This design comes from an exercise in tuning for small area on the open sky130 flow, not from production work.
Where RTL was checked, it was by simulation tests only, not by an equivalence proof against the original.
No driver is modelled on the clock port, so clocking that relies on it looks cheaper here than on a real chip.

Design FIR_low_pass_filter, start of the top module:
module FIR_low_pass_filter(
	input clk,
	input rst,
	input [7:0]FIR_IN,
	output reg [16:0]FIR_OUT
);
reg [7:0] d0;
reg [7:0] d1;
reg [7:0] d2;
reg [7:0] d3;
reg [7:0] d4;
reg [7:0] d5;
reg [7:0] d6;
reg [7:0] d7;
reg [7:0] d8;
reg [7:0] d9;
always @(posedge clk or negedge rst)
	if (!rst) begin
		d0 <= 8'b0;
		d1 <= 8'b0;
		d2 <= 8'b0;
		d3 <= 8'b0;
		d4 <= 8'b0;
		d5 <= 8'b0;
		d6 <= 8'b0;
		d7 <= 8'b0;
		d8 <= 8'b0;
		d9 <= 8'b0;
	end else begin
		d0 <= FIR_IN;
		d1 <= d0;
		d2 <= d1;
		d3 <= d2;
		d4 <= d3;
		d5 <= d4;
		d6 <= d5;
		d7 <= d6;
		d8 <= d7;
		d9 <= d8;
	end
wire w1;
wire w2;
wire w4;
wire w5;
wire w7;
wire w9;
wire w11;
wire w13;
wire w15;
wire w17;
wire w19;
wire w20;
wire w22;
wire w24;
wire w26;
wire w28;
wire w30;
wire w32;
wire w34;
wire w35;
wire w37;
wire w39;
wire w41;
wire w43;
wire w45;
wire w47;
wire w49;
wire w50;
wire w52;
wire w54;
wire w56;
wire w58;
wire w59;
wire w61;
wire w62;
wire w64;
wire w65;
wire w67;
wire w68;
wire w70;
wire w71;
wire w73;
wire w74;
wire w76;
wire w78;
wire w80;
wire w82;
wire w84;
wire w86;
wire w88;
wire w89;
wire w91;
wire w93;
wire w95;
wire w97;
wire w98;
wire w100;
wire w101;
wire w103;
wire w104;
wire w106;
wire w107;
wire w109;
wire w111;
wire w113;
wire w115;
wire w117;
wire w119;
wire w121;
wire w122;
wire w124;
wire w126;
wire w128;
wire w130;
wire w132;
wire w134;
wire w136;
wire w137;
wire w139;
wire w141;
wire w143;
wire w145;
wire w146;
wire w148;
wire w149;
wire w151;
wire w153;
wire w155;
wire w157;
wire w159;
wire w161;
wire w163;
wire w164;
wire w166;
wire w168;
wire w170;
  ...
Settings: LEC_CHECK=0, CAP_MARGIN=20, CORE_MARGIN=2, CORE_UTILIZATION=55, CTS_BUF_LIST=sky130_fd_sc_hd__clkbuf_8, PLACE_DENSITY=0.65, SLEW_MARGIN=20, SYNTH_HIERARCHICAL=1, SYNTH_MINIMUM_KEEP_SIZE=0; clock period 7.0 ns.
run.sh (not shown) runs the stock make flow with config.mk's settings and CLKGATE_MAP_FILE= SYNTH_SCRIPT=/design/flow/synth_recipe.tcl, a recipe that flattens the netlist after the stock synthesis.
Next try:
==> flow/flow/run.sh (new file) <==
#!/bin/bash
# Own layout flow: the standard flow (standard.sh) with synthesis unchanged and
# these layout settings changed: ports buffered with sky130_fd_sc_hd__buf_1, and
# CTS without dummy loads (-buf_list sky130_fd_sc_hd__clkbuf_4 -root_buf sky130_fd_sc_hd__clkbuf_8).
# Each step's full output goes to its own log file in this folder.
set -euo pipefail
bash standard.sh synth > synth.log 2>&1
bash standard.sh \
  BUFFER_PORTS_ARGS="-buffer_cell sky130_fd_sc_hd__buf_1" \
  CTS_ARGS="-sink_clustering_enable -repair_clock_nets -dont_use_dummy_load -buf_list sky130_fd_sc_hd__clkbuf_4 -root_buf sky130_fd_sc_hd__clkbuf_8" \
  finish > layout.log 2>&1
==> flow/standard.sh (new file) <==
#!/bin/bash
# synth_recipe.tcl (not shown) runs the flow's synth.tcl, then flattens the netlist and writes it again
# the make line also repeats each setting of config.mk as NAME=value (left out here)
make -C /OpenROAD-flow-scripts/flow DESIGN_CONFIG=/design/flow/config.mk WORK_HOME=/design/flow/orfs CLKGATE_MAP_FILE= SYNTH_SCRIPT=/design/flow/synth_recipe.tcl "${@:-finish}"
CORE_UTILIZATION = 40   (was 55)
PLACE_DENSITY = unset   (was 0.65)
removed: flow/run.sh
After rerunning:
- The changed run passed the timing, design-rule and antenna checks
- worst hold slack is about the same
- core utilization came out lower by 19 points
- worst setup slack is worse by 0.12 ns
- routed wire length rises by 2.2%
- maximum frequency goes down by 1.8%
- clock-buffer cell count shrinks by 1
Next try:
==> flow/run.sh (new file) <==
#!/bin/bash
# synth_recipe.tcl (not shown) runs the flow's synth.tcl, then flattens the netlist and writes it again
# the make line also repeats each setting of config.mk as NAME=value (left out here)
make -C /OpenROAD-flow-scripts/flow DESIGN_CONFIG=/design/flow/config.mk WORK_HOME=/design/flow/orfs CLKGATE_MAP_FILE= SYNTH_SCRIPT=/design/flow/synth_recipe.tcl finish
CORE_UTILIZATION = 65   (was 40)
PLACE_DENSITY = 0.75   (was unset)
removed: flow/flow/run.sh
removed: flow/standard.sh
Area after synthesis is unchanged.
Cell count decreases by 11%.
Next try:
==> flow/flow/run.sh (new file) <==
#!/bin/bash
# Own layout flow: the standard flow with three changes after synthesis:
#  - ports are buffered with sky130_fd_sc_hd__buf_1 instead of the default buffer,
#  - CTS inserts no dummy loads (buffers still clkbuf_8 as in config.mk),
#  - logic cells that synthesis upsized start from drive strength 1 (downsize.tcl);
#    the usual repair steps upsize them again where timing needs it.
# Each step's full output goes to its own log file here.
set -euo pipefail
HERE=$(pwd)
bash standard.sh synth > synth.log 2>&1
bash standard.sh \
  BUFFER_PORTS_ARGS="-buffer_cell sky130_fd_sc_hd__buf_1" \
  CTS_ARGS="-sink_clustering_enable -repair_clock_nets -buf_list sky130_fd_sc_hd__clkbuf_8 -dont_use_dummy_load" \
  POST_FLOORPLAN_TCL="$HERE/flow/downsize.tcl" \
  finish > layout.log 2>&1
==> flow/flow/downsize.tcl (new file) <==
# Runs after floorplan (before placement): put every logic cell that synthesis
# upsized back to its smallest drive strength. Later repair steps upsize again
# wherever timing needs it. Registers are not touched.
set n 0
foreach inst [get_cells *] {
  set ref [get_property $inst ref_name]
  if { [regexp {^(sky130_fd_sc_hd__(?:a21oi|o21ai|xor2|xnor2|nand2|nor2|nor2b|nand2b|inv|ha|fa))_[2-9]$} $ref -> base] } {
    set small [get_lib_cells */${base}_1]
    if { [llength $small] > 0 } {
      replace_cell $inst [lindex $small 0]
      incr n
    }
  }
}
puts "downsize.tcl: $n cells set to drive strength 1"
==> flow/standard.sh (new file) <==
#!/bin/bash
# synth_recipe.tcl (not shown) runs the flow's synth.tcl, then flattens the netlist and writes it again
# the make line also repeats each setting of config.mk as NAME=value (left out here)
make -C /OpenROAD-flow-scripts/flow DESIGN_CONFIG=/design/flow/config.mk WORK_HOME=/design/flow/orfs CLKGATE_MAP_FILE= SYNTH_SCRIPT=/design/flow/synth_recipe.tcl "${@:-finish}"
CORE_UTILIZATION = 40   (was 65)
PLACE_DENSITY = unset   (was 0.75)
removed: flow/run.sh
Result: The changed run ran to the end with no violations; routed wire length fell by 1.9%; fmax increases by 0.42%; register-to-register slack improved by 0.03 ns; hold slack loses 0.0051 ns.


## job 101
Another version of the RTL of FIR_low_pass_filter (not shown whole).
For scale: roughly 340 cells after synthesis, about 98 flip-flops, about 27 I/O pins, about 5300 um2 of cells after synthesis.
clock: 7.0 ns
lec_check: 0
cap_margin: 20
core_margin: 2
core_utilization: 40
cts_buf_list: sky130_fd_sc_hd__clkbuf_8
setup_slack_margin: -0.25
slew_margin: 20
synth_hierarchical: 1
synth_minimum_keep_size: 0
standard.sh (not shown) runs the stock make flow with config.mk's settings and CLKGATE_MAP_FILE= SYNTH_SCRIPT=/design/flow/synth_recipe.tcl, a recipe that flattens the netlist after the stock synthesis.
==> flow/flow/run.sh <==
#!/bin/bash
# Own layout flow: the standard flow (standard.sh) with synthesis unchanged and
# two layout settings changed: the ports are buffered with sky130_fd_sc_hd__buf_1
# instead of the default buffer, and CTS inserts no dummy loads (clock buffers
# clkbuf_8 as in config.mk). Each step's full output goes to its own log file here.
set -euo pipefail
bash standard.sh synth > synth.log 2>&1
bash standard.sh \
  BUFFER_PORTS_ARGS="-buffer_cell sky130_fd_sc_hd__buf_1" \
  CTS_ARGS="-sink_clustering_enable -repair_clock_nets -dont_use_dummy_load -buf_list sky130_fd_sc_hd__clkbuf_8" \
  finish > layout.log 2>&1
#### Input delta (job 102 over job 101)
--- a/flow/flow/run.sh
+++ b/flow/flow/run.sh
@@ -10 +10 @@
-  CTS_ARGS="-sink_clustering_enable -repair_clock_nets -dont_use_dummy_load -buf_list sky130_fd_sc_hd__clkbuf_8" \
+  CTS_ARGS="-sink_clustering_enable -sink_clustering_size 30 -sink_clustering_max_diameter 100 -repair_clock_nets -dont_use_dummy_load -buf_list sky130_fd_sc_hd__clkbuf_16" \
When job 102 is measured against job 101, its fraction of area in multi-input gates turns out 0.86 points lower. Job 102 -> job 101: global-route usage flat. The higher minimum clock period came out of job 101. Job 102 vs. job 101: count of max-cap constraint violations about even, total vias in the final route fell 8, final non-filler cell area rose 1.8%, ratio of final minimum period to clock period about even. Job 101 and job 102 ended up with nearly the same overall die width. The more densely filled core belongs to job 102, not job 101.
Changes in job 103 relative to job 102:
--- a/flow/flow/run.sh
+++ b/flow/flow/run.sh
@@ -10 +10 @@
-  CTS_ARGS="-sink_clustering_enable -sink_clustering_size 30 -sink_clustering_max_diameter 100 -repair_clock_nets -dont_use_dummy_load -buf_list sky130_fd_sc_hd__clkbuf_16" \
+  CTS_ARGS="-repair_clock_nets -dont_use_dummy_load -buf_list sky130_fd_sc_hd__clkbuf_8" \
Wire length of the first global-routing pass was higher in the run labelled job 102. In the route summary, job 103 ends up with a via count exceeding that of job 102. Worst setup slack delta for job 103 relative to job 102: 3.9 ps lower. The area overhead of the layout relative to synthesis of job 103 falls short of that of job 102 by 1.9 points.


Another version of the RTL of FIR_low_pass_filter (not shown whole).
For scale: about 390 cells after synthesis, ~27 I/O pins.
clock: 7.0 ns
lec_check: 0
cap_margin: 20
core_margin: 2
core_utilization: 40
cts_buf_list: sky130_fd_sc_hd__clkbuf_8
slew_margin: 20
synth_hierarchical: 1
synth_minimum_keep_size: 0
run.sh (not shown) runs the stock make flow with config.mk's settings and CLKGATE_MAP_FILE= SYNTH_SCRIPT=/design/flow/synth_recipe.tcl, a recipe that flattens the netlist after the stock synthesis.
Stock flow here: none of the scripts above is used.
The first run ran to the end with no violations.
Change:
ABC_AREA = 1   (was default)
CTS_BUF_LIST = default   (was sky130_fd_sc_hd__clkbuf_8)
After rerunning: Setup slack gains 140 ps. Hold slack loses 4.4 ps. Routed wire length rose by 23%. Area after synthesis rose by about 16%. Flip-flop and latch count stays the same. Final cell count rose by 67%.
Change:
ABC_AREA = default   (was 1)
CTS_BUF_LIST = sky130_fd_sc_hd__clkbuf_2 sky130_fd_sc_hd__clkbuf_4 sky130_fd_sc_hd__clkbuf_8   (was default)
The changed run passed the timing, design-rule and antenna checks.
Global-route usage decreases by 0.13 points.
Final area is lower by about a fifth.
First-iteration DRC count goes down by well over a third.
Cell count goes down by well over a third.
Worst setup slack degrades by 140 ps.
Change:
CTS_BUF_LIST = default   (was sky130_fd_sc_hd__clkbuf_2 sky130_fd_sc_hd__clkbuf_4 sky130_fd_sc_hd__clkbuf_8)
The changed run finished with timing, DRC and antenna clean.
Wire length barely changes.
Maximum frequency hardly moves.
Register-to-register slack hardly moves.
Worst setup slack hardly moves.
Global-route usage hardly moves.
No run of this note included a check of the RTL's function; only the layout flow was run.


Another version of the RTL of FIR_low_pass_filter (not shown whole).
For scale: roughly 98 flip-flops, ~27 I/O pins.
export LEC_CHECK = 0
export CAP_MARGIN = 20
export CORE_MARGIN = 2
export CORE_UTILIZATION = 40
export CTS_BUF_LIST = sky130_fd_sc_hd__clkbuf_8
export SLEW_MARGIN = 20
export SYNTH_HIERARCHICAL = 1
export SYNTH_MINIMUM_KEEP_SIZE = 0
create_clock -name core_clock -period 7.0 [get_ports {clk}]
standard.sh (not shown) runs the stock make flow with config.mk's settings and CLKGATE_MAP_FILE= SYNTH_SCRIPT=/design/flow/synth_recipe.tcl, a recipe that flattens the netlist after the stock synthesis.
==> flow/flow/run.sh <==
#!/bin/bash
# Own layout flow: the standard flow (standard.sh) with synthesis unchanged and
# two layout settings changed: the ports are buffered with sky130_fd_sc_hd__buf_1
# instead of the default buffer, and CTS inserts no dummy loads (clock buffers
# clkbuf_8 as in config.mk). Each step's full output goes to its own log file here.
set -euo pipefail
bash standard.sh synth > synth.log 2>&1
bash standard.sh \
  BUFFER_PORTS_ARGS="-buffer_cell sky130_fd_sc_hd__buf_1" \
  CTS_ARGS="-sink_clustering_enable -repair_clock_nets -dont_use_dummy_load -buf_list sky130_fd_sc_hd__clkbuf_8" \
  finish > layout.log 2>&1
The baseline passed the timing, design-rule and antenna checks.
==> next run, changes <==
- SETUP_SLACK_MARGIN: not set -> -0.25
What happened: Worst setup slack got worse by 0.15 ns; count of clock-buffer cells in the layout stays the same; global-route usage stays the same; synthesized cell count does not change; synthesized area does not change; cell area drops by 2.9%; non-clock buffer count drops by 2.
Function was not checked in any run of this note: the RTL went through the layout flow alone.


v7:
Another version of the RTL of FIR_low_pass_filter (not shown whole).
Size: about 330 cells after synthesis, ~5300 sq um of cells after synthesis.
==> flow/config.mk <==
export PLATFORM = sky130hd
export DESIGN_NAME = FIR_low_pass_filter
export DESIGN_NICKNAME = FIR_low_pass_filter
export VERILOG_FILES = /design/flow/design.v
export SDC_FILE = /design/flow/constraint.sdc
export NUM_CORES = 4
export LEC_CHECK = 0
export CAP_MARGIN = 20
export CORE_MARGIN = 2
export CORE_UTILIZATION = 40
export CTS_BUF_LIST = sky130_fd_sc_hd__clkbuf_8
export SETUP_SLACK_MARGIN = -0.35
export SLEW_MARGIN = 20
export SYNTH_HIERARCHICAL = 1
export SYNTH_MINIMUM_KEEP_SIZE = 0
==> flow/constraint.sdc <==
create_clock -name core_clock -period 7.0 [get_ports {clk}]
set_input_delay 1.4000 -clock core_clock [delete_from_list [all_inputs] [get_ports {clk}]]
set_output_delay 1.4000 -clock core_clock [all_outputs]
set_load 0.01 [all_outputs]
Scripts as last shown in full above: flow/flow/run.sh
v7 has completed all stages; timing, DRC and antenna checks passed.
Input changes introduced in v34 (baseline for comparison: v7):
Settings: a deleted SETUP_SLACK_MARGIN that had been -0.35.
--- outcome ---
Having completed the whole flow, v34 delivered a layout that passed the timing, design-rule and antenna checks.
Comparing v7 and v34, the higher sequential share of layout area is on v7.
Number of nets with antenna violations after detailed routing came out exactly the same in v7 and v34.
Comparing v7 and v34, worst reg-to-reg setup slack is lower on v7.
Summary: with v7 as the reference, final area in v34 moved up by a few percent.
Max freq v7 -> v34: improved
Of v7 and v34, the higher arrival time at the worst endpoint belongs to v7.
Comparing v7 with v34, the worst hold slack after final layout came out essentially unchanged.
Going from v7 to v34, total of fill cells in the finished design now sits lower; via count increased by 15 relative to the old numbers.
Function was not checked in any run of this note: the RTL went through the layout flow alone.


FIR_low_pass_filter, a different RTL version from the one above (not shown whole).
For scale: ~98 flip-flops, about 27 I/O pins.
clock: 7.0 ns
lec_check: 0
cap_margin: 20
core_margin: 2
core_utilization: 40
cts_buf_list: sky130_fd_sc_hd__clkbuf_8
gpl_timing_driven: 0
setup_slack_margin: -0.25
slew_margin: 20
synth_hierarchical: 1
synth_minimum_keep_size: 0
Scripts as last shown in full above: flow/flow/run.sh
Then changed:
--- a/flow/config.mk
+++ b/flow/config.mk
@@ -11,3 +11,2 @@
 export CTS_BUF_LIST = sky130_fd_sc_hd__clkbuf_8
-export GPL_TIMING_DRIVEN = 0
 export SETUP_SLACK_MARGIN = -0.25
Outcome:
- synthesized cell count does not change
- global-route usage rises by 0.24 points
- register-to-register slack gets worse by 0.05 ns
- synthesized area is unchanged
- final area falls by 0.48%
- count of clock-buffer cells in the layout is unchanged
- routed wire length is about the same
- worst setup slack gets worse by 0.053 ns
- core utilization falls by 0.22 points
Then changed:
--- a/flow/flow/run.sh
+++ b/flow/flow/run.sh
@@ -6,2 +6,3 @@
 set -euo pipefail
+HERE=$(pwd)
 bash standard.sh synth > synth.log 2>&1
@@ -9,3 +10,4 @@
   BUFFER_PORTS_ARGS="-buffer_cell sky130_fd_sc_hd__buf_1" \
-  CTS_ARGS="-sink_clustering_enable -repair_clock_nets -dont_use_dummy_load -buf_list sky130_fd_sc_hd__clkbuf_8" \
+  CTS_ARGS="-sink_clustering_enable -repair_clock_nets -dont_use_dummy_load -buf_list sky130_fd_sc_hd__clkbuf_8 -root_buf sky130_fd_sc_hd__clkbuf_4" \
+  POST_CTS_TCL="$HERE/flow/clk_fix.tcl" \
   finish > layout.log 2>&1
==> flow/flow/clk_fix.tcl (new file) <==
# Runs after CTS (whose clock buffers are all clkbuf_4 here): any clock buffer
# whose flip-flop clock pins would see a slow edge is upsized to clkbuf_8, then
# the placement is legalized again.
estimate_parasitics -placement
set big [lindex [get_lib_cells */sky130_fd_sc_hd__clkbuf_8] 0]
set n 0
foreach inst [get_cells *] {
  set ref [get_property $inst ref_name]
  if { $ref != "sky130_fd_sc_hd__clkbuf_4" } { continue }
  set out [get_pins -of_objects $inst -filter "direction == output"]
  set net [get_nets -of_objects $out]
  if { $net == "" } { continue }
  if { ![string match "clknet*" [get_full_name $net]] } { continue }
  set worst 0.0
  foreach pin [get_pins -of_objects $net -filter "direction == input"] {
    foreach rf {rise fall} {
      set s [get_property $pin slew_max_$rf]
      if { [string is double -strict $s] && $s > $worst } { set worst $s }
    }
  }
  if { $worst > 0.095 } {
    replace_cell $inst $big
    incr n
    puts "clk_fix.tcl: [get_full_name $inst] worst sink slew $worst -> clkbuf_8"
  }
}
puts "clk_fix.tcl: $n clock buffers upsized"
detailed_placement
check_placement -verbose
=> The new run passed the timing, design-rule and antenna checks. Cell count stays the same. Routed wire length barely changes. Global-route usage hardly moves. Setup slack degrades by 0.017 ns. Die area is unchanged.
Then changed:
--- a/flow/flow/run.sh
+++ b/flow/flow/run.sh
@@ -6,3 +6,2 @@
 set -euo pipefail
-HERE=$(pwd)
 bash standard.sh synth > synth.log 2>&1
@@ -10,4 +9,3 @@
   BUFFER_PORTS_ARGS="-buffer_cell sky130_fd_sc_hd__buf_1" \
-  CTS_ARGS="-sink_clustering_enable -repair_clock_nets -dont_use_dummy_load -buf_list sky130_fd_sc_hd__clkbuf_8 -root_buf sky130_fd_sc_hd__clkbuf_4" \
-  POST_CTS_TCL="$HERE/flow/clk_fix.tcl" \
+  CTS_ARGS="-sink_clustering_enable -repair_clock_nets -dont_use_dummy_load -buf_list sky130_fd_sc_hd__clkbuf_8" \
   finish > layout.log 2>&1
--- a/flow/config.mk
+++ b/flow/config.mk
@@ -7,3 +7,3 @@
 export LEC_CHECK = 0
-export CAP_MARGIN = 20
+export CAP_MARGIN = 5
 export CORE_MARGIN = 2
@@ -12,3 +12,3 @@
 export SETUP_SLACK_MARGIN = -0.25
-export SLEW_MARGIN = 20
+export SLEW_MARGIN = 5
 export SYNTH_HIERARCHICAL = 1
removed: flow/flow/clk_fix.tcl
What happened: The changed run passed the timing, design-rule and antenna checks. Critical path depth stays the same. Worst setup slack improves by 0.017 ns. Cell area does not change. Wire length hardly moves. Core utilization is unchanged. Non-clock buffer count stays the same. Fmax barely changes. Global-route usage is about the same. Worst hold slack is about the same. First-iteration DRC count is lower by 0.83%.

[re-timing with driven ports]
How much do the figures lean on ideal ports? The routed layouts below were timed once more, with nothing changed but the port constraints. Step 1 sets driving cells, clkbuf_16 on the clock port and buf_2 on the other inputs (assumed; they add their load-dependent delay and slew). Step 2 times the ports against the registers' clock, not the clock port: input delays grow and output delays shrink by t, the midpoint of the rising clock arrivals with the driver on. Slacks: no drivers / after step 1 / after step 2; pairs: no drivers / after step 1.
run | t, ns | slack for setup (ns) | hold slack, ns | latest minus earliest clock arrival (ns) | worst slew at a driven data input, ns
the first run of note 1 | 0.404 | 0.479 / 0.479 / 0.479 | 0.351 / 0.351 / 0.351 | 0.016 / 0.017 | 0.03
the second run of note 1 | 0.397 | 0.361 / 0.361 / 0.361 | 0.349 / 0.349 / 0.349 | 0.022 / 0.022 | 0.03
the third run of note 1 | 0.396 | 0.358 / 0.358 / 0.358 | 0.357 / 0.357 / 0.357 | 0.018 / 0.017 | 0.03
the fourth run of note 1 | 0.397 | 0.386 / 0.386 / 0.386 | 0.352 / 0.352 / 0.352 | 0.018 / 0.019 | 0.03
job 101 | 0.394 | 0.259 / 0.259 / 0.259 | 0.345 / 0.345 / 0.345 | 0.015 / 0.016 | 0.03
job 102 | 0.372 | 0.263 / 0.263 / 0.263 | 0.343 / 0.343 / 0.343 | 0.010 / 0.010 | 0.03
job 103 | 0.394 | 0.259 / 0.259 / 0.259 | 0.345 / 0.345 / 0.345 | 0.015 / 0.016 | 0.03
the first run of note 3 | 0.413 | 0.496 / 0.496 / 0.496 | 0.353 / 0.353 / 0.353 | 0.021 / 0.021 | 0.03
the second run of note 3 | 0.391 | 0.631 / 0.631 / 0.631 | 0.349 / 0.349 / 0.349 | 0.013 / 0.012 | 0.03
the third run of note 3 | 0.413 | 0.496 / 0.496 / 0.496 | 0.353 / 0.353 / 0.353 | 0.021 / 0.021 | 0.03
the fourth run of note 3 | 0.385 | 0.499 / 0.499 / 0.499 | 0.348 / 0.348 / 0.348 | 0.008 / 0.008 | 0.03
the first run of note 4 | 0.388 | 0.376 / 0.376 / 0.376 | 0.349 / 0.349 / 0.349 | 0.024 / 0.024 | 0.03
the second run of note 4 | 0.388 | 0.225 / 0.225 / 0.225 | 0.350 / 0.350 / 0.350 | 0.024 / 0.023 | 0.03
v7 | 0.396 | 0.139 / 0.139 / 0.139 | 0.340 / 0.340 / 0.340 | 0.022 / 0.022 | 0.03
v34 | 0.396 | 0.335 / 0.335 / 0.335 | 0.340 / 0.340 / 0.340 | 0.022 / 0.022 | 0.03
the first run of note 6 | 0.400 | 0.304 / 0.304 / 0.304 | 0.353 / 0.353 / 0.353 | 0.034 / 0.034 | 0.03
the second run of note 6 | 0.404 | 0.251 / 0.251 / 0.251 | 0.350 / 0.350 / 0.350 | 0.016 / 0.016 | 0.03
the third run of note 6 | 0.397 | 0.235 / 0.235 / 0.235 | 0.350 / 0.350 / 0.350 | 0.017 / 0.016 | 0.03
the fourth run of note 6 | 0.404 | 0.251 / 0.251 / 0.251 | 0.350 / 0.350 / 0.350 | 0.016 / 0.016 | 0.03
After both steps setup and hold are still met in every run listed.
